From an optimization exercise on the open Yosys and OpenROAD flow, aimed at small area and a short achievable clock period; shortcuts taken in it are not production practice.
Function was not checked in any run shown here: the RTL went through the layout flow alone.
Power figures rest on the tool's default switching activity, not on a simulated workload.

==> flow/design.v (outline; a module is shown in full before it is edited, if it fits) <==
// module running_average: 27 lines
// module ra_add_out: 514 lines
// module ra_add_nxt: 423 lines
// module ra_fa: 4 lines
// module ra_a21boi: 3 lines
// module ra_aoi21: 3 lines
// module ra_inv: 3 lines
// module ra_nand2: 3 lines
// module ra_nor2: 3 lines
// module ra_nor2b: 3 lines
// module ra_nor3b: 3 lines
// module ra_o21bai: 3 lines
// module ra_oai21: 3 lines
// module ra_xnor2: 3 lines
// module ra_xor2: 3 lines
module running_average #(
  parameter N = 4,
  parameter DATAWIDTH = 32
)(
  input   wire        clk,
  input   wire        reset,
  input   wire [DATAWIDTH -1 : 0] data_i,
  output  wire [DATAWIDTH -1 : 0] average_o
);
  // ...
==> flow/flow/run.sh <==
#!/bin/bash
set -euo pipefail
here=$(pwd)
DU_DEFAULT=$(cat flow/default_dont_use.txt)
DU_BIG=$(cat flow/big_cells.txt)
bash standard.sh DONT_USE_CELLS="$DU_DEFAULT $DU_BIG" synth > "$here/synth.log" 2>&1
args=()
if [[ -f flow/pnr_args.txt ]]; then
  while IFS= read -r line; do
    [[ -n "$line" && "$line" != \#* ]] && args+=("$line")
  done < flow/pnr_args.txt
fi
bash standard.sh "${args[@]}" finish > "$here/pnr.log" 2>&1
==> flow/flow/big_cells.txt <==
sky130_fd_sc_hd__a2111o_2 sky130_fd_sc_hd__a2111o_4 sky130_fd_sc_hd__a2111oi_2 sky130_fd_sc_hd__a2111oi_4 sky130_fd_sc_hd__a211o_2 sky130_fd_sc_hd__a211o_4 sky130_fd_sc_hd__a211oi_2 sky130_fd_sc_hd__a211oi_4 sky130_fd_sc_hd__a21bo_2 sky130_fd_sc_hd__a21bo_4 sky130_fd_sc_hd__a21boi_2 sky130_fd_sc_hd__a21boi_4 sky130_fd_sc_hd__a21o_2 sky130_fd_sc_hd__a21o_4 sky130_fd_sc_hd__a21oi_2 sky130_fd_sc_hd__a21oi_4 sky130_fd_sc_hd__a221o_2 sky130_fd_sc_hd__a221o_4 sky130_fd_sc_hd__a221oi_2 sky130_fd_sc_hd__a221oi_4 sky130_fd_sc_hd__a22o_2 sky130_fd_sc_hd__a22o_4 sky130_fd_sc_hd__a22oi_2 sky130_fd_sc_hd__a22oi_4 sky130_fd_sc_hd__a2bb2o_2 sky130_fd_sc_hd__a2bb2o_4 sky130_fd_sc_hd__a2bb2oi_2 sky130_fd_sc_hd__a2bb2oi_4 sky130_fd_sc_hd__a311o_2 sky130_fd_sc_hd__a311o_4 sky130_fd_sc_hd__a311oi_2 sky130_fd_sc_hd__a311oi_4 sky130_fd_sc_hd__a31o_2 sky130_fd_sc_hd__a31o_4 sky130_fd_sc_hd__a31oi_2 sky130_fd_sc_hd__a31oi_4 sky130_fd_sc_hd__a32o_2 sky130_fd_sc_hd__a32o_4 sky130_fd_sc_hd__a32oi_2 sky130_fd_sc_hd__a32oi_4 sky130_fd_sc_hd__a41o_2 sky130_fd_sc_hd__a41o_4 sky130_fd_sc_hd__a41oi_2 sky130_fd_sc_hd__a41oi_4 sky130_fd_sc_hd__and2_2 sky130_fd_sc_hd__and2_4 sky130_fd_sc_hd__and2b_2 sky130_fd_sc_hd__and2b_4 sky130_fd_sc_hd__and3_2 sky130_fd_sc_hd__and3_4 sky130_fd_sc_hd__and3b_2 sky130_fd_sc_hd__and3b_4 sky130_fd_sc_hd__and4_2 sky130_fd_sc_hd__and4_4 sky130_fd_sc_hd__and4b_2 sky130_fd_sc_hd__and4b_4 sky130_fd_sc_hd__and4bb_2 sky130_fd_sc_hd__and4bb_4 sky130_fd_sc_hd__fa_2 sky130_fd_sc_hd__fa_4 sky130_fd_sc_hd__ha_2 sky130_fd_sc_hd__ha_4 sky130_fd_sc_hd__inv_12 sky130_fd_sc_hd__inv_16 sky130_fd_sc_hd__inv_2 sky130_fd_sc_hd__inv_4 sky130_fd_sc_hd__inv_6 sky130_fd_sc_hd__inv_8 sky130_fd_sc_hd__maj3_2 sky130_fd_sc_hd__maj3_4 sky130_fd_sc_hd__mux2_2 sky130_fd_sc_hd__mux2_4 sky130_fd_sc_hd__mux2_8 sky130_fd_sc_hd__mux2i_2 sky130_fd_sc_hd__mux2i_4 sky130_fd_sc_hd__mux4_2 sky130_fd_sc_hd__mux4_4 sky130_fd_sc_hd__nand2_2 sky130_fd_sc_hd__nand2_4 sky130_fd_sc_hd__nand2_8 sky130_fd_sc_hd__nand2b_2 sky130_fd_sc_hd__nand2b_4 sky130_fd_sc_hd__nand3_2 sky130_fd_sc_hd__nand3_4 sky130_fd_sc_hd__nand3b_2 sky130_fd_sc_hd__nand3b_4 sky130_fd_sc_hd__nand4_2 sky130_fd_sc_hd__nand4_4 sky130_fd_sc_hd__nand4b_2 sky130_fd_sc_hd__nand4b_4 sky130_fd_sc_hd__nand4bb_2 sky130_fd_sc_hd__nand4bb_4 sky130_fd_sc_hd__nor2_2 sky130_fd_sc_hd__nor2_4 sky130_fd_sc_hd__nor2_8 sky130_fd_sc_hd__nor2b_2 sky130_fd_sc_hd__nor2b_4 sky130_fd_sc_hd__nor3_2 sky130_fd_sc_hd__nor3_4 sky130_fd_sc_hd__nor3b_2 sky130_fd_sc_hd__nor3b_4 sky130_fd_sc_hd__nor4_2 sky130_fd_sc_hd__nor4_4 sky130_fd_sc_hd__nor4b_2 sky130_fd_sc_hd__nor4b_4 sky130_fd_sc_hd__nor4bb_2 sky130_fd_sc_hd__nor4bb_4 sky130_fd_sc_hd__o2111a_2 sky130_fd_sc_hd__o2111a_4 sky130_fd_sc_hd__o2111ai_2 sky130_fd_sc_hd__o2111ai_4 sky130_fd_sc_hd__o211a_2 sky130_fd_sc_hd__o211a_4 sky130_fd_sc_hd__o211ai_2 sky130_fd_sc_hd__o211ai_4 sky130_fd_sc_hd__o21a_2 sky130_fd_sc_hd__o21a_4 sky130_fd_sc_hd__o21ai_2 sky130_fd_sc_hd__o21ai_4 sky130_fd_sc_hd__o21ba_2 sky130_fd_sc_hd__o21ba_4 sky130_fd_sc_hd__o21bai_2 sky130_fd_sc_hd__o21bai_4 sky130_fd_sc_hd__o221a_2 sky130_fd_sc_hd__o221a_4 sky130_fd_sc_hd__o221ai_2 sky130_fd_sc_hd__o221ai_4 sky130_fd_sc_hd__o22a_2 sky130_fd_sc_hd__o22a_4 sky130_fd_sc_hd__o22ai_2 sky130_fd_sc_hd__o22ai_4 sky130_fd_sc_hd__o2bb2a_2 sky130_fd_sc_hd__o2bb2a_4 sky130_fd_sc_hd__o2bb2ai_2 sky130_fd_sc_hd__o2bb2ai_4 sky130_fd_sc_hd__o311a_2 sky130_fd_sc_hd__o311a_4 sky130_fd_sc_hd__o311ai_2 sky130_fd_sc_hd__o311ai_4 sky130_fd_sc_hd__o31a_2 sky130_fd_sc_hd__o31a_4 sky130_fd_sc_hd__o31ai_2 sky130_fd_sc_hd__o31ai_4 sky130_fd_sc_hd__o32a_2 sky130_fd_sc_hd__o32a_4 sky130_fd_sc_hd__o32ai_2 sky130_fd_sc_hd__o32ai_4 sky130_fd_sc_hd__o41a_2 sky130_fd_sc_hd__o41a_4 sky130_fd_sc_hd__o41ai_2 sky130_fd_sc_hd__o41ai_4 sky130_fd_sc_hd__or2_2 sky130_fd_sc_hd__or2_4 sky130_fd_sc_hd__or2b_2 sky130_fd_sc_hd__or2b_4 sky130_fd_sc_hd__or3_2 sky130_fd_sc_hd__or3_4 sky130_fd_sc_hd__or3b_2 sky130_fd_sc_hd__or3b_4 sky130_fd_sc_hd__or4_2 sky130_fd_sc_hd__or4_4 sky130_fd_sc_hd__or4b_2 sky130_fd_sc_hd__or4b_4 sky130_fd_sc_hd__or4bb_2 sky130_fd_sc_hd__or4bb_4 sky130_fd_sc_hd__xnor2_2 sky130_fd_sc_hd__xnor2_4 sky130_fd_sc_hd__xnor3_2 sky130_fd_sc_hd__xnor3_4 sky130_fd_sc_hd__xor2_2 sky130_fd_sc_hd__xor2_4 sky130_fd_sc_hd__xor3_2 sky130_fd_sc_hd__xor3_4
==> flow/flow/default_dont_use.txt <==
sky130_fd_sc_hd__probe_p_8 sky130_fd_sc_hd__probec_p_8 sky130_fd_sc_hd__lpflow_bleeder_1 sky130_fd_sc_hd__lpflow_clkbufkapwr_1 sky130_fd_sc_hd__lpflow_clkbufkapwr_16 sky130_fd_sc_hd__lpflow_clkbufkapwr_2 sky130_fd_sc_hd__lpflow_clkbufkapwr_4 sky130_fd_sc_hd__lpflow_clkbufkapwr_8 sky130_fd_sc_hd__lpflow_clkinvkapwr_1 sky130_fd_sc_hd__lpflow_clkinvkapwr_16 sky130_fd_sc_hd__lpflow_clkinvkapwr_2 sky130_fd_sc_hd__lpflow_clkinvkapwr_4 sky130_fd_sc_hd__lpflow_clkinvkapwr_8 sky130_fd_sc_hd__lpflow_decapkapwr_12 sky130_fd_sc_hd__lpflow_decapkapwr_3 sky130_fd_sc_hd__lpflow_decapkapwr_4 sky130_fd_sc_hd__lpflow_decapkapwr_6 sky130_fd_sc_hd__lpflow_decapkapwr_8 sky130_fd_sc_hd__lpflow_inputiso0n_1 sky130_fd_sc_hd__lpflow_inputiso0p_1 sky130_fd_sc_hd__lpflow_inputiso1n_1 sky130_fd_sc_hd__lpflow_inputiso1p_1 sky130_fd_sc_hd__lpflow_inputisolatch_1 sky130_fd_sc_hd__lpflow_isobufsrc_1 sky130_fd_sc_hd__lpflow_isobufsrc_16 sky130_fd_sc_hd__lpflow_isobufsrc_2 sky130_fd_sc_hd__lpflow_isobufsrc_4 sky130_fd_sc_hd__lpflow_isobufsrc_8 sky130_fd_sc_hd__lpflow_isobufsrckapwr_16 sky130_fd_sc_hd__lpflow_lsbuf_lh_hl_isowell_tap_1 sky130_fd_sc_hd__lpflow_lsbuf_lh_hl_isowell_tap_2 sky130_fd_sc_hd__lpflow_lsbuf_lh_hl_isowell_tap_4 sky130_fd_sc_hd__lpflow_lsbuf_lh_isowell_4 sky130_fd_sc_hd__lpflow_lsbuf_lh_isowell_tap_1 sky130_fd_sc_hd__lpflow_lsbuf_lh_isowell_tap_2 sky130_fd_sc_hd__lpflow_lsbuf_lh_isowell_tap_4 
==> flow/flow/pnr_args.txt <==
BUFFER_PORTS_ARGS=-buffer_cell sky130_fd_sc_hd__buf_1
==> flow/standard.sh <==
#!/bin/bash
# synth_recipe.tcl (not shown) runs the flow's synth.tcl, then flattens the netlist and writes it again
# the make line also repeats each setting of config.mk as NAME=value (left out here)
make -C /OpenROAD-flow-scripts/flow DESIGN_CONFIG=/design/flow/config.mk WORK_HOME=/design/flow/orfs CLKGATE_MAP_FILE= SYNTH_SCRIPT=/design/flow/synth_recipe.tcl "${@:-finish}"
==> flow/config.mk <==
export PLATFORM = sky130hd
export DESIGN_NAME = running_average
export DESIGN_NICKNAME = running_average
export VERILOG_FILES = /design/flow/design.v
export SDC_FILE = /design/flow/constraint.sdc
export NUM_CORES = 4
export LEC_CHECK = 0
export CAP_MARGIN = 0
export CORE_MARGIN = 2
export CORE_UTILIZATION = 60
export CTS_BUF_LIST = sky130_fd_sc_hd__clkbuf_4 sky130_fd_sc_hd__clkbuf_8
export SETUP_SLACK_MARGIN = 2.5
export SLEW_MARGIN = 0
export SYNTH_HIERARCHICAL = 1
==> flow/constraint.sdc <==
create_clock -name core_clock -period 7.0 [get_ports {clk}]
set_input_delay 1.4000 -clock core_clock [delete_from_list [all_inputs] [get_ports {clk}]]
set_output_delay 1.4000 -clock core_clock [all_outputs]
set_load 0.01 [all_outputs]
==> key figures, run 1 <==
Outcome
  – Outcome: timing/DRC/antenna clean

Setup path
  – CP startpoint kind: input pin
  – Worst path required time: 5.60 ns
  – Max incr delay on CP: 0.23 ns
  – CP delay by family, top: compound AO/OA/AOI/OAI gates
  – Crit path to: average_o[26]
  – RR Startpoint: s1[3]

Floorplanning
  – Row cnt: 35
  – Core ar.: 9200 um2

Route
  – Residual DRC: 0
  – WL met1: 5030 um
  – Met3 Routed Length: 370 um
  – Aggregate routed wire length: 10,900 um
  – DR vias/cell: 5.25

Synthesis
  – Post-synthesis mux area share: 0
  – Top area cells in the synthesized netlist: dfrtp_1 (43%), fa_1 (11%), nor2_1 (6.3%), xor2_1 (5.7%), o21ai_1 (5.5%)
  – Post-Syn Area per Cell: 9.26 um2
  – Largest family of logic cells by synthesized area: simple AND/OR/NAND/NOR gates
  – FFs w/ async S/R, synth: 1.00

Power and ir drop
  – Switching Share: 0.410
  – Peak supply drop: 193 uV
  – Comb power: 1100 uW
  – Clock network power: 401 uW
  – Tot Pwr: 2210 uW
  – Power per Cell Area: 343 nW/um2

Worst hold path
  – Min-Delay Path Class: reg -> reg

GRT
  – Gr usage total: 0.230

Cells and area
  – Fill cells: 741
  – Finished Core Util: 0.701
  – Fraction of layout cells with a size suffix above 1: 0.0922
  – FF+latch area: 2400 um2
  – Invs w/o clock: 43

Timing
  – Final Slew Violations: 0
  – Skew final: 0.00856 ns

Place
  – Port Buffers: 63
  – Place WS: 1.59 ns
  – Routability cong.: 0.822

Clock tree
  – Clock sink total: 96
==> run 2, diff against run 1 <==
--- a/flow/design.v
+++ b/flow/design.v
@@ -190,88 +190,46 @@
   wire n162;
   wire n163;
   wire n164;
   wire n165;
   wire n166;
   wire n167;
   wire n168;
   wire n169;
-  wire n170;
   wire n171;
-  wire n172;
   wire n173;
-  wire n174;
   wire n175;
-  wire n176;
   wire n177;
-  wire n178;
   wire n179;
-  wire n180;
   wire n181;
-  wire n182;
   wire n183;
-  wire n184;
   wire n185;
-  wire n186;
   wire n187;
-  wire n188;
   wire n189;
-  wire n190;
   wire n191;
-  wire n192;
   wire n193;
-  wire n194;
   wire n195;
-  wire n196;
   wire n197;
-  wire n198;
   wire n199;
-  wire n200;
   wire n201;
-  wire n202;
   wire n203;
-  wire n204;
   wire n205;
-  wire n206;
   wire n207;
-  wire n208;
   wire n209;
-  wire n210;
   wire n211;
   wire n213;
   wire n215;
   wire n217;
   wire n219;
   wire n221;
   wire n223;
   wire n225;
   wire n227;
-  wire n229;
-  wire n231;
-  wire n233;
-  wire n235;
-  wire n237;
-  wire n239;
-  wire n241;
-  wire n243;
-  wire n245;
-  wire n247;
-  wire n249;
-  wire n251;
-  wire n253;
-  wire n255;
-  wire n257;
-  wire n259;
-  wire n261;
-  wire n263;
-  wire n265;
-  wire n267;
-  wire n269;
-  wire n270;
+  wire n228;
   ra_nand2 g1 (.a(a[0]), .b(b[0]), .y(n1));
   ra_nor2 g2 (.a(a[0]), .b(b[0]), .y(n2));
   ra_nand2 g3 (.a(a[1]), .b(b[1]), .y(n3));
   ra_nor2 g4 (.a(a[1]), .b(b[1]), .y(n4));
   ra_nand2 g5 (.a(a[2]), .b(b[2]), .y(n5));
   ra_nor2 g6 (.a(a[2]), .b(b[2]), .y(n6));
   ra_nand2 g7 (.a(a[3]), .b(b[3]), .y(n7));
   ra_nor2 g8 (.a(a[3]), .b(b[3]), .y(n8));
@@ -353,196 +311,154 @@
   ra_oai21 g84 (.a1(n48), .a2(n45), .b1(n47), .y(n84));
   ra_nor2 g85 (.a(n48), .b(n46), .y(n85));
   ra_oai21 g86 (.a1(n52), .a2(n49), .b1(n51), .y(n86));
   ra_nor2 g87 (.a(n52), .b(n50), .y(n87));
   ra_oai21 g88 (.a1(n56), .a2(n53), .b1(n55), .y(n88));
   ra_nor2 g89 (.a(n56), .b(n54), .y(n89));
   ra_oai21 g90 (.a1(n60), .a2(n57), .b1(n59), .y(n90));
   ra_nor2 g91 (.a(n60), .b(n58), .y(n91));
-  ra_inv g92 (.a(n6), .y(n92));
-  ra_a21boi g93 (.a1(n92), .a2(n63), .b1n(n5), .y(n93));
-  ra_aoi21 g94 (.a1(n65), .a2(n63), .b1(n64), .y(n94));
-  ra_inv g95 (.a(n14), .y(n95));
-  ra_a21boi g96 (.a1(n95), .a2(n66), .b1n(n13), .y(n96));
-  ra_nor2b g97 (.a(n14), .bn(n67), .y(n97));
-  ra_aoi21 g98 (.a1(n69), .a2(n66), .b1(n68), .y(n98));
-  ra_nand2 g99 (.a(n69), .b(n67), .y(n99));
-  ra_inv g100 (.a(n22), .y(n100));
-  ra_a21boi g101 (.a1(n100), .a2(n70), .b1n(n21), .y(n101));
-  ra_nor2b g102 (.a(n22), .bn(n71), .y(n102));
-  ra_aoi21 g103 (.a1(n73), .a2(n70), .b1(n72), .y(n103));
-  ra_nand2 g104 (.a(n73), .b(n71), .y(n104));
-  ra_inv g105 (.a(n30), .y(n105));
-  ra_a21boi g106 (.a1(n105), .a2(n74), .b1n(n29), .y(n106));
-  ra_nor2b g107 (.a(n30), .bn(n75), .y(n107));
-  ra_aoi21 g108 (.a1(n77), .a2(n74), .b1(n76), .y(n108));
-  ra_nand2 g109 (.a(n77), .b(n75), .y(n109));
-  ra_inv g110 (.a(n38), .y(n110));
-  ra_a21boi g111 (.a1(n110), .a2(n78), .b1n(n37), .y(n111));
-  ra_nor2b g112 (.a(n38), .bn(n79), .y(n112));
-  ra_aoi21 g113 (.a1(n81), .a2(n78), .b1(n80), .y(n113));
-  ra_nand2 g114 (.a(n81), .b(n79), .y(n114));
-  ra_inv g115 (.a(n46), .y(n115));
-  ra_a21boi g116 (.a1(n115), .a2(n82), .b1n(n45), .y(n116));
-  ra_nor2b g117 (.a(n46), .bn(n83), .y(n117));
-  ra_aoi21 g118 (.a1(n85), .a2(n82), .b1(n84), .y(n118));
-  ra_nand2 g119 (.a(n85), .b(n83), .y(n119));
-  ra_inv g120 (.a(n54), .y(n120));
-  ra_a21boi g121 (.a1(n120), .a2(n86), .b1n(n53), .y(n121));
-  ra_nor2b g122 (.a(n54), .bn(n87), .y(n122));
-  ra_aoi21 g123 (.a1(n89), .a2(n86), .b1(n88), .y(n123));
-  ra_nand2 g124 (.a(n89), .b(n87), .y(n124));
-  ra_inv g125 (.a(n62), .y(n125));
-  ra_a21boi g126 (.a1(n125), .a2(n90), .b1n(n61), .y(n126));
-  ra_nor2b g127 (.a(n62), .bn(n91), .y(n127));
-  ra_oai21 g128 (.a1(n10), .a2(n94), .b1(n9), .y(n128));
-  ra_inv g129 (.a(n67), .y(n129));
-  ra_o21bai g130 (.a1(n129), .a2(n94), .b1n(n66), .y(n130));
-  ra_inv g131 (.a(n97), .y(n131));
-  ra_oai21 g132 (.a1(n131), .a2(n94), .b1(n96), .y(n132));
-  ra_oai21 g133 (.a1(n99), .a2(n94), .b1(n98), .y(n133));
-  ra_oai21 g134 (.a1(n26), .a2(n103), .b1(n25), .y(n134));
-  ra_nor2 g135 (.a(n26), .b(n104), .y(n135));
-  ra_inv g136 (.a(n75), .y(n136));
-  ra_o21bai g137 (.a1(n136), .a2(n103), .b1n(n74), .y(n137));
-  ra_nor2b g138 (.a(n104), .bn(n75), .y(n138));
-  ra_inv g139 (.a(n107), .y(n139));
-  ra_oai21 g140 (.a1(n139), .a2(n103), .b1(n106), .y(n140));
-  ra_nor2b g141 (.a(n104), .bn(n107), .y(n141));
-  ra_oai21 g142 (.a1(n109), .a2(n103), .b1(n108), .y(n142));
-  ra_nor2 g143 (.a(n109), .b(n104), .y(n143));
-  ra_oai21 g144 (.a1(n42), .a2(n113), .b1(n41), .y(n144));
-  ra_nor2 g145 (.a(n42), .b(n114), .y(n145));
-  ra_inv g146 (.a(n83), .y(n146));
-  ra_o21bai g147 (.a1(n146), .a2(n113), .b1n(n82), .y(n147));
-  ra_nor2b g148 (.a(n114), .bn(n83), .y(n148));
-  ra_inv g149 (.a(n117), .y(n149));
-  ra_oai21 g150 (.a1(n149), .a2(n113), .b1(n116), .y(n150));
-  ra_nor2b g151 (.a(n114), .bn(n117), .y(n151));
-  ra_oai21 g152 (.a1(n119), .a2(n113), .b1(n118), .y(n152));
-  ra_nor2 g153 (.a(n119), .b(n114), .y(n153));
-  ra_oai21 g154 (.a1(n58), .a2(n123), .b1(n57), .y(n154));
-  ra_nor2 g155 (.a(n58), .b(n124), .y(n155));
-  ra_inv g156 (.a(n91), .y(n156));
-  ra_o21bai g157 (.a1(n156), .a2(n123), .b1n(n90), .y(n157));
-  ra_nor2b g158 (.a(n124), .bn(n91), .y(n158));
-  ra_inv g159 (.a(n127), .y(n159));
-  ra_oai21 g160 (.a1(n159), .a2(n123), .b1(n126), .y(n160));
-  ra_nor2b g161 (.a(n124), .bn(n127), .y(n161));
-  ra_inv g162 (.a(n18), .y(n162));
-  ra_a21boi g163 (.a1(n162), .a2(n133), .b1n(n17), .y(n163));
-  ra_aoi21 g164 (.a1(n71), .a2(n133), .b1(n70), .y(n164));
-  ra_a21boi g165 (.a1(n102), .a2(n133), .b1n(n101), .y(n165));
-  ra_inv g166 (.a(n104), .y(n166));
-  ra_a21boi g167 (.a1(n166), .a2(n133), .b1n(n103), .y(n167));
-  ra_aoi21 g168 (.a1(n135), .a2(n133), .b1(n134), .y(n168));
-  ra_aoi21 g169 (.a1(n138), .a2(n133), .b1(n137), .y(n169));
-  ra_aoi21 g170 (.a1(n141), .a2(n133), .b1(n140), .y(n170));
-  ra_aoi21 g171 (.a1(n143), .a2(n133), .b1(n142), .y(n171));
-  ra_inv g172 (.a(n50), .y(n172));
-  ra_a21boi g173 (.a1(n172), .a2(n152), .b1n(n49), .y(n173));
-  ra_nor2b g174 (.a(n50), .bn(n153), .y(n174));
-  ra_aoi21 g175 (.a1(n87), .a2(n152), .b1(n86), .y(n175));
-  ra_nand2 g176 (.a(n87), .b(n153), .y(n176));
-  ra_a21boi g177 (.a1(n122), .a2(n152), .b1n(n121), .y(n177));
-  ra_nand2 g178 (.a(n122), .b(n153), .y(n178));
-  ra_inv g179 (.a(n124), .y(n179));
-  ra_a21boi g180 (.a1(n179), .a2(n152), .b1n(n123), .y(n180));
-  ra_nor2b g181 (.a(n124), .bn(n153), .y(n181));
-  ra_aoi21 g182 (.a1(n155), .a2(n152), .b1(n154), .y(n182));
-  ra_nand2 g183 (.a(n155), .b(n153), .y(n183));
-  ra_aoi21 g184 (.a1(n158), .a2(n152), .b1(n157), .y(n184));
-  ra_nand2 g185 (.a(n158), .b(n153), .y(n185));
-  ra_aoi21 g186 (.a1(n161), .a2(n152), .b1(n160), .y(n186));
-  ra_nand2 g187 (.a(n161), .b(n153), .y(n187));
-  ra_oai21 g188 (.a1(n34), .a2(n171), .b1(n33), .y(n188));
-  ra_inv g189 (.a(n79), .y(n189));
-  ra_o21bai g190 (.a1(n189), .a2(n171), .b1n(n78), .y(n190));
-  ra_inv g191 (.a(n112), .y(n191));
-  ra_oai21 g192 (.a1(n191), .a2(n171), .b1(n111), .y(n192));
-  ra_oai21 g193 (.a1(n114), .a2(n171), .b1(n113), .y(n193));
-  ra_inv g194 (.a(n145), .y(n194));
-  ra_o21bai g195 (.a1(n194), .a2(n171), .b1n(n144), .y(n195));
-  ra_inv g196 (.a(n148), .y(n196));
-  ra_o21bai g197 (.a1(n196), .a2(n171), .b1n(n147), .y(n197));
-  ra_inv g198 (.a(n151), .y(n198));
-  ra_o21bai g199 (.a1(n198), .a2(n171), .b1n(n150), .y(n199));
-  ra_inv g200 (.a(n153), .y(n200));
-  ra_o21bai g201 (.a1(n200), .a2(n171), .b1n(n152), .y(n201));
-  ra_inv g202 (.a(n174), .y(n202));
-  ra_oai21 g203 (.a1(n202), .a2(n171), .b1(n173), .y(n203));
-  ra_oai21 g204 (.a1(n176), .a2(n171), .b1(n175), .y(n204));
-  ra_oai21 g205 (.a1(n178), .a2(n171), .b1(n177), .y(n205));
-  ra_inv g206 (.a(n181), .y(n206));
-  ra_oai21 g207 (.a1(n206), .a2(n171), .b1(n180), .y(n207));
-  ra_oai21 g208 (.a1(n183), .a2(n171), .b1(n182), .y(n208));
-  ra_oai21 g209 (.a1(n185), .a2(n171), .b1(n184), .y(n209));
-  ra_oai21 g210 (.a1(n187), .a2(n171), .b1(n186), .y(n210));
-  ra_nor3b g211 (.a(n6), .b(r), .cn(n5), .y(n211));
-  ra_xor2 g212 (.a(n211), .b(n63), .y(y[0]));
-  ra_nor3b g213 (.a(n8), .b(r), .cn(n7), .y(n213));
-  ra_xnor2 g214 (.a(n213), .b(n93), .y(y[1]));
-  ra_nor3b g215 (.a(n10), .b(r), .cn(n9), .y(n215));
-  ra_xnor2 g216 (.a(n215), .b(n94), .y(y[2]));
-  ra_nor3b g217 (.a(n12), .b(r), .cn(n11), .y(n217));
-  ra_xor2 g218 (.a(n217), .b(n128), .y(y[3]));
-  ra_nor3b g219 (.a(n14), .b(r), .cn(n13), .y(n219));
-  ra_xor2 g220 (.a(n219), .b(n130), .y(y[4]));
-  ra_nor3b g221 (.a(n16), .b(r), .cn(n15), .y(n221));
-  ra_xor2 g222 (.a(n221), .b(n132), .y(y[5]));
-  ra_nor3b g223 (.a(n18), .b(r), .cn(n17), .y(n223));
-  ra_xor2 g224 (.a(n223), .b(n133), .y(y[6]));
-  ra_nor3b g225 (.a(n20), .b(r), .cn(n19), .y(n225));
-  ra_xnor2 g226 (.a(n225), .b(n163), .y(y[7]));
-  ra_nor3b g227 (.a(n22), .b(r), .cn(n21), .y(n227));
-  ra_xnor2 g228 (.a(n227), .b(n164), .y(y[8]));
-  ra_nor3b g229 (.a(n24), .b(r), .cn(n23), .y(n229));
-  ra_xnor2 g230 (.a(n229), .b(n165), .y(y[9]));
-  ra_nor3b g231 (.a(n26), .b(r), .cn(n25), .y(n231));
-  ra_xnor2 g232 (.a(n231), .b(n167), .y(y[10]));
-  ra_nor3b g233 (.a(n28), .b(r), .cn(n27), .y(n233));
-  ra_xnor2 g234 (.a(n233), .b(n168), .y(y[11]));
-  ra_nor3b g235 (.a(n30), .b(r), .cn(n29), .y(n235));
-  ra_xnor2 g236 (.a(n235), .b(n169), .y(y[12]));
-  ra_nor3b g237 (.a(n32), .b(r), .cn(n31), .y(n237));
-  ra_xnor2 g238 (.a(n237), .b(n170), .y(y[13]));
-  ra_nor3b g239 (.a(n34), .b(r), .cn(n33), .y(n239));
-  ra_xnor2 g240 (.a(n239), .b(n171), .y(y[14]));
-  ra_nor3b g241 (.a(n36), .b(r), .cn(n35), .y(n241));
-  ra_xor2 g242 (.a(n241), .b(n188), .y(y[15]));
-  ra_nor3b g243 (.a(n38), .b(r), .cn(n37), .y(n243));
-  ra_xor2 g244 (.a(n243), .b(n190), .y(y[16]));
-  ra_nor3b g245 (.a(n40), .b(r), .cn(n39), .y(n245));
-  ra_xor2 g246 (.a(n245), .b(n192), .y(y[17]));
-  ra_nor3b g247 (.a(n42), .b(r), .cn(n41), .y(n247));
-  ra_xor2 g248 (.a(n247), .b(n193), .y(y[18]));
-  ra_nor3b g249 (.a(n44), .b(r), .cn(n43), .y(n249));
-  ra_xor2 g250 (.a(n249), .b(n195), .y(y[19]));
-  ra_nor3b g251 (.a(n46), .b(r), .cn(n45), .y(n251));
-  ra_xor2 g252 (.a(n251), .b(n197), .y(y[20]));
-  ra_nor3b g253 (.a(n48), .b(r), .cn(n47), .y(n253));
-  ra_xor2 g254 (.a(n253), .b(n199), .y(y[21]));
-  ra_nor3b g255 (.a(n50), .b(r), .cn(n49), .y(n255));
-  ra_xor2 g256 (.a(n255), .b(n201), .y(y[22]));
-  ra_nor3b g257 (.a(n52), .b(r), .cn(n51), .y(n257));
-  ra_xor2 g258 (.a(n257), .b(n203), .y(y[23]));
-  ra_nor3b g259 (.a(n54), .b(r), .cn(n53), .y(n259));
-  ra_xor2 g260 (.a(n259), .b(n204), .y(y[24]));
-  ra_nor3b g261 (.a(n56), .b(r), .cn(n55), .y(n261));
-  ra_xor2 g262 (.a(n261), .b(n205), .y(y[25]));
-  ra_nor3b g263 (.a(n58), .b(r), .cn(n57), .y(n263));
-  ra_xor2 g264 (.a(n263), .b(n207), .y(y[26]));
-  ra_nor3b g265 (.a(n60), .b(r), .cn(n59), .y(n265));
-  ra_xor2 g266 (.a(n265), .b(n208), .y(y[27]));
-  ra_nor3b g267 (.a(n62), .b(r), .cn(n61), .y(n267));
-  ra_xor2 g268 (.a(n267), .b(n209), .y(y[28]));
-  ra_xnor2 g269 (.a(a[31]), .b(b[31]), .y(n269));
-  ra_nor2 g270 (.a(n269), .b(r), .y(n270));
-  ra_xor2 g271 (.a(n270), .b(n210), .y(y[29]));
+  ra_aoi21 g92 (.a1(n65), .a2(n63), .b1(n64), .y(n92));
+  ra_aoi21 g93 (.a1(n69), .a2(n66), .b1(n68), .y(n93));
+  ra_nand2 g94 (.a(n69), .b(n67), .y(n94));
+  ra_aoi21 g95 (.a1(n73), .a2(n70), .b1(n72), .y(n95));
+  ra_nand2 g96 (.a(n73), .b(n71), .y(n96));
+  ra_aoi21 g97 (.a1(n77), .a2(n74), .b1(n76), .y(n97));
+  ra_nand2 g98 (.a(n77), .b(n75), .y(n98));
+  ra_aoi21 g99 (.a1(n81), .a2(n78), .b1(n80), .y(n99));
+  ra_nand2 g100 (.a(n81), .b(n79), .y(n100));
+  ra_aoi21 g101 (.a1(n85), .a2(n82), .b1(n84), .y(n101));
+  ra_nand2 g102 (.a(n85), .b(n83), .y(n102));
+  ra_aoi21 g103 (.a1(n89), .a2(n86), .b1(n88), .y(n103));
+  ra_nand2 g104 (.a(n89), .b(n87), .y(n104));
+  ra_inv g105 (.a(n67), .y(n105));
+  ra_o21bai g106 (.a1(n105), .a2(n92), .b1n(n66), .y(n106));
+  ra_oai21 g107 (.a1(n94), .a2(n92), .b1(n93), .y(n107));
+  ra_inv g108 (.a(n75), .y(n108));
+  ra_o21bai g109 (.a1(n108), .a2(n95), .b1n(n74), .y(n109));
+  ra_nor2b g110 (.a(n96), .bn(n75), .y(n110));
+  ra_oai21 g111 (.a1(n98), .a2(n95), .b1(n97), .y(n111));
+  ra_nor2 g112 (.a(n98), .b(n96), .y(n112));
+  ra_inv g113 (.a(n83), .y(n113));
+  ra_o21bai g114 (.a1(n113), .a2(n99), .b1n(n82), .y(n114));
+  ra_nor2b g115 (.a(n100), .bn(n83), .y(n115));
+  ra_oai21 g116 (.a1(n102), .a2(n99), .b1(n101), .y(n116));
+  ra_nor2 g117 (.a(n102), .b(n100), .y(n117));
+  ra_inv g118 (.a(n91), .y(n118));
+  ra_o21bai g119 (.a1(n118), .a2(n103), .b1n(n90), .y(n119));
+  ra_nor2b g120 (.a(n104), .bn(n91), .y(n120));
+  ra_aoi21 g121 (.a1(n71), .a2(n107), .b1(n70), .y(n121));
+  ra_inv g122 (.a(n96), .y(n122));
+  ra_a21boi g123 (.a1(n122), .a2(n107), .b1n(n95), .y(n123));
+  ra_aoi21 g124 (.a1(n110), .a2(n107), .b1(n109), .y(n124));
+  ra_aoi21 g125 (.a1(n112), .a2(n107), .b1(n111), .y(n125));
+  ra_aoi21 g126 (.a1(n87), .a2(n116), .b1(n86), .y(n126));
+  ra_nand2 g127 (.a(n87), .b(n117), .y(n127));
+  ra_inv g128 (.a(n104), .y(n128));
+  ra_a21boi g129 (.a1(n128), .a2(n116), .b1n(n103), .y(n129));
+  ra_nor2b g130 (.a(n104), .bn(n117), .y(n130));
+  ra_aoi21 g131 (.a1(n120), .a2(n116), .b1(n119), .y(n131));
+  ra_nand2 g132 (.a(n120), .b(n117), .y(n132));
+  ra_inv g133 (.a(n79), .y(n133));
+  ra_o21bai g134 (.a1(n133), .a2(n125), .b1n(n78), .y(n134));
+  ra_oai21 g135 (.a1(n100), .a2(n125), .b1(n99), .y(n135));
+  ra_inv g136 (.a(n115), .y(n136));
+  ra_o21bai g137 (.a1(n136), .a2(n125), .b1n(n114), .y(n137));
+  ra_inv g138 (.a(n117), .y(n138));
+  ra_o21bai g139 (.a1(n138), .a2(n125), .b1n(n116), .y(n139));
+  ra_oai21 g140 (.a1(n127), .a2(n125), .b1(n126), .y(n140));
+  ra_inv g141 (.a(n130), .y(n141));
+  ra_oai21 g142 (.a1(n141), .a2(n125), .b1(n129), .y(n142));
+  ra_oai21 g143 (.a1(n132), .a2(n125), .b1(n131), .y(n143));
+  ra_inv g144 (.a(n6), .y(n144));
+  ra_a21boi g145 (.a1(n144), .a2(n63), .b1n(n5), .y(n145));
+  ra_oai21 g146 (.a1(n10), .a2(n92), .b1(n9), .y(n146));
+  ra_inv g147 (.a(n14), .y(n147));
+  ra_a21boi g148 (.a1(n147), .a2(n106), .b1n(n13), .y(n148));
+  ra_inv g149 (.a(n18), .y(n149));
+  ra_a21boi g150 (.a1(n149), .a2(n107), .b1n(n17), .y(n150));
+  ra_oai21 g151 (.a1(n22), .a2(n121), .b1(n21), .y(n151));
+  ra_oai21 g152 (.a1(n26), .a2(n123), .b1(n25), .y(n152));
+  ra_oai21 g153 (.a1(n30), .a2(n124), .b1(n29), .y(n153));
+  ra_oai21 g154 (.a1(n34), .a2(n125), .b1(n33), .y(n154));
+  ra_inv g155 (.a(n38), .y(n155));
+  ra_a21boi g156 (.a1(n155), .a2(n134), .b1n(n37), .y(n156));
+  ra_inv g157 (.a(n42), .y(n157));
+  ra_a21boi g158 (.a1(n157), .a2(n135), .b1n(n41), .y(n158));
+  ra_inv g159 (.a(n46), .y(n159));
+  ra_a21boi g160 (.a1(n159), .a2(n137), .b1n(n45), .y(n160));
+  ra_inv g161 (.a(n50), .y(n161));
+  ra_a21boi g162 (.a1(n161), .a2(n139), .b1n(n49), .y(n162));
+  ra_inv g163 (.a(n54), .y(n163));
+  ra_a21boi g164 (.a1(n163), .a2(n140), .b1n(n53), .y(n164));
+  ra_inv g165 (.a(n58), .y(n165));
+  ra_a21boi g166 (.a1(n165), .a2(n142), .b1n(n57), .y(n166));
+  ra_inv g167 (.a(n62), .y(n167));
+  ra_a21boi g168 (.a1(n167), .a2(n143), .b1n(n61), .y(n168));
+  ra_nor3b g169 (.a(n6), .b(r), .cn(n5), .y(n169));
+  ra_xor2 g170 (.a(n169), .b(n63), .y(y[0]));
+  ra_nor3b g171 (.a(n8), .b(r), .cn(n7), .y(n171));
+  ra_xnor2 g172 (.a(n171), .b(n145), .y(y[1]));
+  ra_nor3b g173 (.a(n10), .b(r), .cn(n9), .y(n173));
+  ra_xnor2 g174 (.a(n173), .b(n92), .y(y[2]));
+  ra_nor3b g175 (.a(n12), .b(r), .cn(n11), .y(n175));
+  ra_xor2 g176 (.a(n175), .b(n146), .y(y[3]));
+  ra_nor3b g177 (.a(n14), .b(r), .cn(n13), .y(n177));
+  ra_xor2 g178 (.a(n177), .b(n106), .y(y[4]));
+  ra_nor3b g179 (.a(n16), .b(r), .cn(n15), .y(n179));
+  ra_xnor2 g180 (.a(n179), .b(n148), .y(y[5]));
+  ra_nor3b g181 (.a(n18), .b(r), .cn(n17), .y(n181));
+  ra_xor2 g182 (.a(n181), .b(n107), .y(y[6]));
+  ra_nor3b g183 (.a(n20), .b(r), .cn(n19), .y(n183));
+  ra_xnor2 g184 (.a(n183), .b(n150), .y(y[7]));
+  ra_nor3b g185 (.a(n22), .b(r), .cn(n21), .y(n185));
+  ra_xnor2 g186 (.a(n185), .b(n121), .y(y[8]));
+  ra_nor3b g187 (.a(n24), .b(r), .cn(n23), .y(n187));
+  ra_xor2 g188 (.a(n187), .b(n151), .y(y[9]));
+  ra_nor3b g189 (.a(n26), .b(r), .cn(n25), .y(n189));
+  ra_xnor2 g190 (.a(n189), .b(n123), .y(y[10]));
+  ra_nor3b g191 (.a(n28), .b(r), .cn(n27), .y(n191));
+  ra_xor2 g192 (.a(n191), .b(n152), .y(y[11]));
+  ra_nor3b g193 (.a(n30), .b(r), .cn(n29), .y(n193));
+  ra_xnor2 g194 (.a(n193), .b(n124), .y(y[12]));
+  ra_nor3b g195 (.a(n32), .b(r), .cn(n31), .y(n195));
+  ra_xor2 g196 (.a(n195), .b(n153), .y(y[13]));
+  ra_nor3b g197 (.a(n34), .b(r), .cn(n33), .y(n197));
+  ra_xnor2 g198 (.a(n197), .b(n125), .y(y[14]));
+  ra_nor3b g199 (.a(n36), .b(r), .cn(n35), .y(n199));
+  ra_xor2 g200 (.a(n199), .b(n154), .y(y[15]));
+  ra_nor3b g201 (.a(n38), .b(r), .cn(n37), .y(n201));
+  ra_xor2 g202 (.a(n201), .b(n134), .y(y[16]));
+  ra_nor3b g203 (.a(n40), .b(r), .cn(n39), .y(n203));
+  ra_xnor2 g204 (.a(n203), .b(n156), .y(y[17]));
+  ra_nor3b g205 (.a(n42), .b(r), .cn(n41), .y(n205));
+  ra_xor2 g206 (.a(n205), .b(n135), .y(y[18]));
+  ra_nor3b g207 (.a(n44), .b(r), .cn(n43), .y(n207));
+  ra_xnor2 g208 (.a(n207), .b(n158), .y(y[19]));
+  ra_nor3b g209 (.a(n46), .b(r), .cn(n45), .y(n209));
+  ra_xor2 g210 (.a(n209), .b(n137), .y(y[20]));
+  ra_nor3b g211 (.a(n48), .b(r), .cn(n47), .y(n211));
+  ra_xnor2 g212 (.a(n211), .b(n160), .y(y[21]));
+  ra_nor3b g213 (.a(n50), .b(r), .cn(n49), .y(n213));
+  ra_xor2 g214 (.a(n213), .b(n139), .y(y[22]));
+  ra_nor3b g215 (.a(n52), .b(r), .cn(n51), .y(n215));
+  ra_xnor2 g216 (.a(n215), .b(n162), .y(y[23]));
+  ra_nor3b g217 (.a(n54), .b(r), .cn(n53), .y(n217));
+  ra_xor2 g218 (.a(n217), .b(n140), .y(y[24]));
+  ra_nor3b g219 (.a(n56), .b(r), .cn(n55), .y(n219));
+  ra_xnor2 g220 (.a(n219), .b(n164), .y(y[25]));
+  ra_nor3b g221 (.a(n58), .b(r), .cn(n57), .y(n221));
+  ra_xor2 g222 (.a(n221), .b(n142), .y(y[26]));
+  ra_nor3b g223 (.a(n60), .b(r), .cn(n59), .y(n223));
+  ra_xnor2 g224 (.a(n223), .b(n166), .y(y[27]));
+  ra_nor3b g225 (.a(n62), .b(r), .cn(n61), .y(n225));
+  ra_xor2 g226 (.a(n225), .b(n143), .y(y[28]));
+  ra_xnor2 g227 (.a(a[31]), .b(b[31]), .y(n227));
+  ra_nor2 g228 (.a(n227), .b(r), .y(n228));
+  ra_xnor2 g229 (.a(n228), .b(n168), .y(y[29]));
 endmodule
 module ra_add_nxt (input wire [31:0] a, input wire [31:0] b, input wire [31:0] c, output wire [31:0] y);
   wire [31:0] fs;
   wire [32:0] fc;
   wire n1;
   wire n2;
   wire n3;
   wire n4;
==> key figures, run 2 <==
GRT
  – Initial antenna violation count: 0 (unchanged)
  – Grt ovf: 0 (unchanged)
  – Vias in the first global route: 4,051 (was 4,116)
  – First-pass GRT wire length: 17,800 um (was 18,300 um)
  – Gr usage total: 0.230 (about the same)
  – Largest net degree at the start of global routing: 56 (was 62)

Timing
  – Min Tclk post-route: 4.43 ns (was 4.40 ns)
  – Final setup viols: 0 (unchanged)
  – Post-route setup TNS: 0 ns (unchanged)
  – Worst rel slew slack: 0.555 (was 0.496)
  – Skew final: 0.00952 ns (was 0.00856 ns)
  – Slew @ Worst Pin: 0.667 ns (was 0.756 ns)
  – FMAX: 226 MHz (was 227 MHz)
  – Post-route clock period utilization: 0.632 (was 0.628)
  – Final Slew Violations: 0 (unchanged)
  – Fin. Hold Viols: 0 (unchanged)
  – RSZ-0062 raised after global routing: true (unchanged)
  – Final worst slack: 2.57 ns (was 2.60 ns)

Cells and area
  – Most common cell after layout, fill and taps aside: dfrtp_1 (unchanged)
  – Largest registers: s1 x32, s2 x32, s3 x32 (unchanged)
  – Diodes inserted: 0 (unchanged)
  – Non-Filler Instances: 766 (was 805)
  – Nets: 719 (was 755)
  – Most frequent cells in the layout: dfrtp_1 (96), nor2_1 (75), nand2_1 (74) (was dfrtp_1 (96), nor2_1 (79), nand2_1 (75))
  – Fill cells: 664 (was 741)
  – Area grow syn2layout: 16.7% (was 14.2%)
  – Fraction of layout cells with a size suffix above 1: 0.152 (was 0.0922)

Outcome
  – Outcome: timing/DRC/antenna clean (unchanged)

Clock tree
  – Hold_buf cts: 0 (unchanged)
  – Clock sink total: 96 (unchanged)
  – Htree depth: 3 (unchanged)
  – Clock Latency Late Sink: 0.36 ns (about the same)
  – CTS Root Cell: clkbuf_8 (unchanged)
  – Worst-path clk slew: 0.10 ns (was 0.09 ns)
  – CTS buffer count: 9 (unchanged)
  – CTS tree: built (unchanged)
  – Clk buf depth: 2 (unchanged)

Setup path
  – Critical path arrival: 3.03 ns (was 3.00 ns)
  – Most used cell, CP: o21ai_2 (was buf_1)
  – Crit-path max FO: 5 (was 8)
  – CP cell instances: buf_4 -> nor2_4 -> o21ai_2 -> a21oi_2 -> o21ai_2 -> a21oi_2 -> buf_6 -> o21ai_2 -> a21boi_1 -> xnor2_1 -> clkbuf_2 (was buf_1 -> nor2_1 -> nor2_2 -> buf_4 -> a21oi_4 -> o21ai_4 -> a21boi_1 -> o21ai_1 -> xor2_1 -> buf_1)
  – CP delay by family, top: compound AO/OA/AOI/OAI gates (unchanged)
  – Buf/Inv on CP: 3 (unchanged)
  – Crit Path Category: in -> out (unchanged)
  – CP startpoint kind: input pin (unchanged)
  – Worst path slowest cell: a21oi_2 (was a21oi_4)
  – Max incr delay on CP: 0.23 ns (about the same)
  – Endpoint type of the worst setup path: output port (unchanged)
  – Worst path required time: 5.60 ns (about the same)

Synthesis
  – Most common library cells after synthesis: dfrtp_1 (96), nor2_1 (92), nand2_1 (75), o21ai_1 (53), inv_1 (35) (was dfrtp_1 (96), nor2_1 (95), nand2_1 (78), o21ai_1 (62), nor2b_1 (44))
  – Synthesis Warnings: 7 (unchanged)
  – FFs w/ async S/R, synth: 1.00 (unchanged)
  – Synth top area share: 0.442 (was 0.425)
  – Synth Cell Area: 5430 um2 (was 5650 um2)
  – Syn Inst Count: 568 (was 610)
  – Number of distinct library cells after synthesis: 15 (unchanged)
  – Top area cells in the synthesized netlist: dfrtp_1 (44%), fa_1 (12%), nor2_1 (6.4%), nand2_1 (5.2%), xor2_1 (5.2%) (was dfrtp_1 (43%), fa_1 (11%), nor2_1 (6.3%), xor2_1 (5.7%), o21ai_1 (5.5%))
  – Synth area leader: dfrtp_1 (unchanged)
  – Post-synth top flop: dfrtp_1 (unchanged)
  – Register area share after synthesis: 0.442 (was 0.425)
  – EDFF count, synth: 0 (unchanged)
  – Top-count cell post-synth: dfrtp_1 (unchanged)
  – Post-Syn Area per Cell: 9.56 um2 (was 9.26 um2)
  – Seq cells post-synth: 96 (unchanged)

Floorplanning
  – Row cnt: 34 (was 35)
  – Core ar.: 8760 um2 (was 9200 um2)
  – # IOs: 66 (unchanged)
  – Initial core utilization: 0.620 (was 0.614)
  – Die width: 99.1 um (was 101 um)
  – Die Y-Extent: 99.1 um (was 101 um)
  – Die area: 9830 um2 (was 10,200 um2)

Route
  – Routed length per placed instance: 14.0 um (was 13.5 um)
  – Post-route ant nets: 0 (unchanged)
  – Vias: 4,068 (was 4,226)
  – DRT iter0 DRCs: 129 (was 112)
  – Aggregate routed wire length: 10,800 um (was 10,900 um)
  – Residual DRC: 0 (unchanged)
  – 1st-pass router iterations: 4 (was 7)
  – DR vias/cell: 5.31 (was 5.25)

Power and ir drop
  – Peak supply drop: 182 uV (was 193 uV)
  – P_leak: 0.00271 uW (was 0.00272 uW)
  – Power per Cell Area: 342 nW/um2 (was 343 nW/um2)

Place
  – Cells after DPL: 740 (was 784)
  – Place WS: 2.02 ns (was 1.59 ns)
  – Port Buffers: 63 (unchanged)
  – Post-DP HPWL: 7760 um (was 8030 um)
  – Routability cong.: 0.794 (was 0.822)

Job
  – Max cap viols: 0 (unchanged)

Worst hold path
  – Min-Delay Path Class: reg -> reg (unchanged)
-- run 2: layer usage --
| layer | vias to the layer above | global-route usage | wire, um |
|---|---|---|---|
| li1 | 2006 | - | - |
| met1 | 1975 | 0.292 | 4750 |
| met2 | 74 | 0.387 | 5430 |
| met3 | 13 | 0.0590 | 439 |
| met4 | 0 | 0.0769 | 138 |
| met5 | - | 0 | 0 |
-- run 2: cell families after synthesis --
family | count (synthesis) | share of synthesized area
AOI/OAI and AO/OA | 109 | 0.116
xor gates and xnor gates | 63 | 0.102
adders and majority gates | 32 | 0.118
buffers and inverters | 38 | 0.0283
DFF | 96 | 0.442
other | 1 | 0.000690
and+or+nand+nor | 229 | 0.194
-- run 2: per-stage QoR --
stage / total power (uW) / hold slack [ns] / utilization / cell area (um2)
floorplan: 1380 / 0.386 / - / 5440
global placement: 1610 / 0.389 / 0.663 / 5810
detailed placement: 1630 / 0.394 / 0.663 / 5810
CTS: 2050 / 0.410 / 0.692 / 6070
global route: 2330 / 0.423 / 0.724 / 6340
finish: 2170 / 0.402 / 0.724 / 6340
-- run 2: final cells by class --
type	count	area (um2)	share of cell area
sequential	96	2400	0.379
multi-input combinational	435	3080	0.486
tap	108	135	0.0213
clock buffer	11	145	0.0229
clock inverter	5	63.8	0.0101
timing repair buffer	76	382	0.0602
inverter	35	134	0.0211
-- run 2: where the power goes --
group	switching [uW]	leakage, uW	internal (uW)	total (uW)
combinational	619	0.00148	453	1070
sequential	63.2	0.00112	652	715
clock	197	0.000104	182	379
-- run 2: modules after synthesis, one instance, submodules excluded, excerpt --
module | flip-flops and latches | copies in the design
ra_oai21 | 0 | 53
ra_nor2b | 0 | 33
running_average | 96 | 1
ra_nor2 | 0 | 92
ra_aoi21 | 0 | 23
ra_a21boi | 0 | 21
ra_nor3b | 0 | 29
ra_xnor2 | 0 | 31
ra_inv | 0 | 34
ra_nand2 | 0 | 75
-- run 2: worst paths after layout --
| path | from | endpoint | slack (ns) | depth (start not counted) |
|---|---|---|---|---|
| max | data_i[1] | average_o[29] | 2.57 | 11 |
| max in group asynchronous | reset | s1[15] | 4.60 | 4 |
| min in group asynchronous | reset | s1[25] | 1.35 | 3 |
| min | s1[4] | s2[4] | 0.40 | 0 |
| max reg2reg | s1[1] | s3[31] | 3.60 | 10 |
| min reg2reg | s1[4] | s2[4] | 0.40 | 0 |
-- run 2: worst register-to-register path, cell delays in order (launching register included) --
cell	delay (ns)
dfrtp_1	0.41
fa_1	0.56
nand2_1	0.10
o21ai_1	0.26
a21oi_1	0.21
o21ai_1	0.49
a21oi_1	0.31
o21bai_1	0.43
a21boi_1	0.19
o21bai_1	0.22
xor2_1	0.15
-- run 2: timing repair --
| item | 4_1_cts | 5_1_grt |
|---|---|---|
| setup buffers | 2 | 7 |
| cloned | 0 | 1 |
| resized for setup | 9 | 87 |
| pin swaps | 2 | 25 |
| setup endpoints to repair | 23 | 17 |

==> separate check: timing with driven ports <==
In the flow no input, the clock included, has a driving cell. The finished layouts below were timed again as built, in two steps. Step 1 assumes that a clkbuf_16 drives the clock port and a buf_2 every other input. Step 2 moves the port delays by t, midway between the first and last clock arrival at a register: inputs arrive t later, outputs are due t later. That takes back most of the time a late clock gives input paths. a / b / c = ideal ports / drivers / drivers and shift; a / b = the first two.
| run | shift t [ns] | setup WS [ns] | worst setup path after step 2 | clock arrival spread, ns | pins driven straight from the clock port |
|---|---|---|---|---|---|
| run 1 | 0.394 | 2.603 / 2.577 / 2.479 | input to register | 0.009 / 0.009 | 1 |
| run 2 | 0.392 | 2.575 / 2.551 / 2.424 | input to register | 0.010 / 0.010 | 1 |
After both steps setup and hold are still met in every run listed. The setup slack of run 2, which loses most, moves by -0.024 ns with the drivers and by -0.151 ns with both steps.
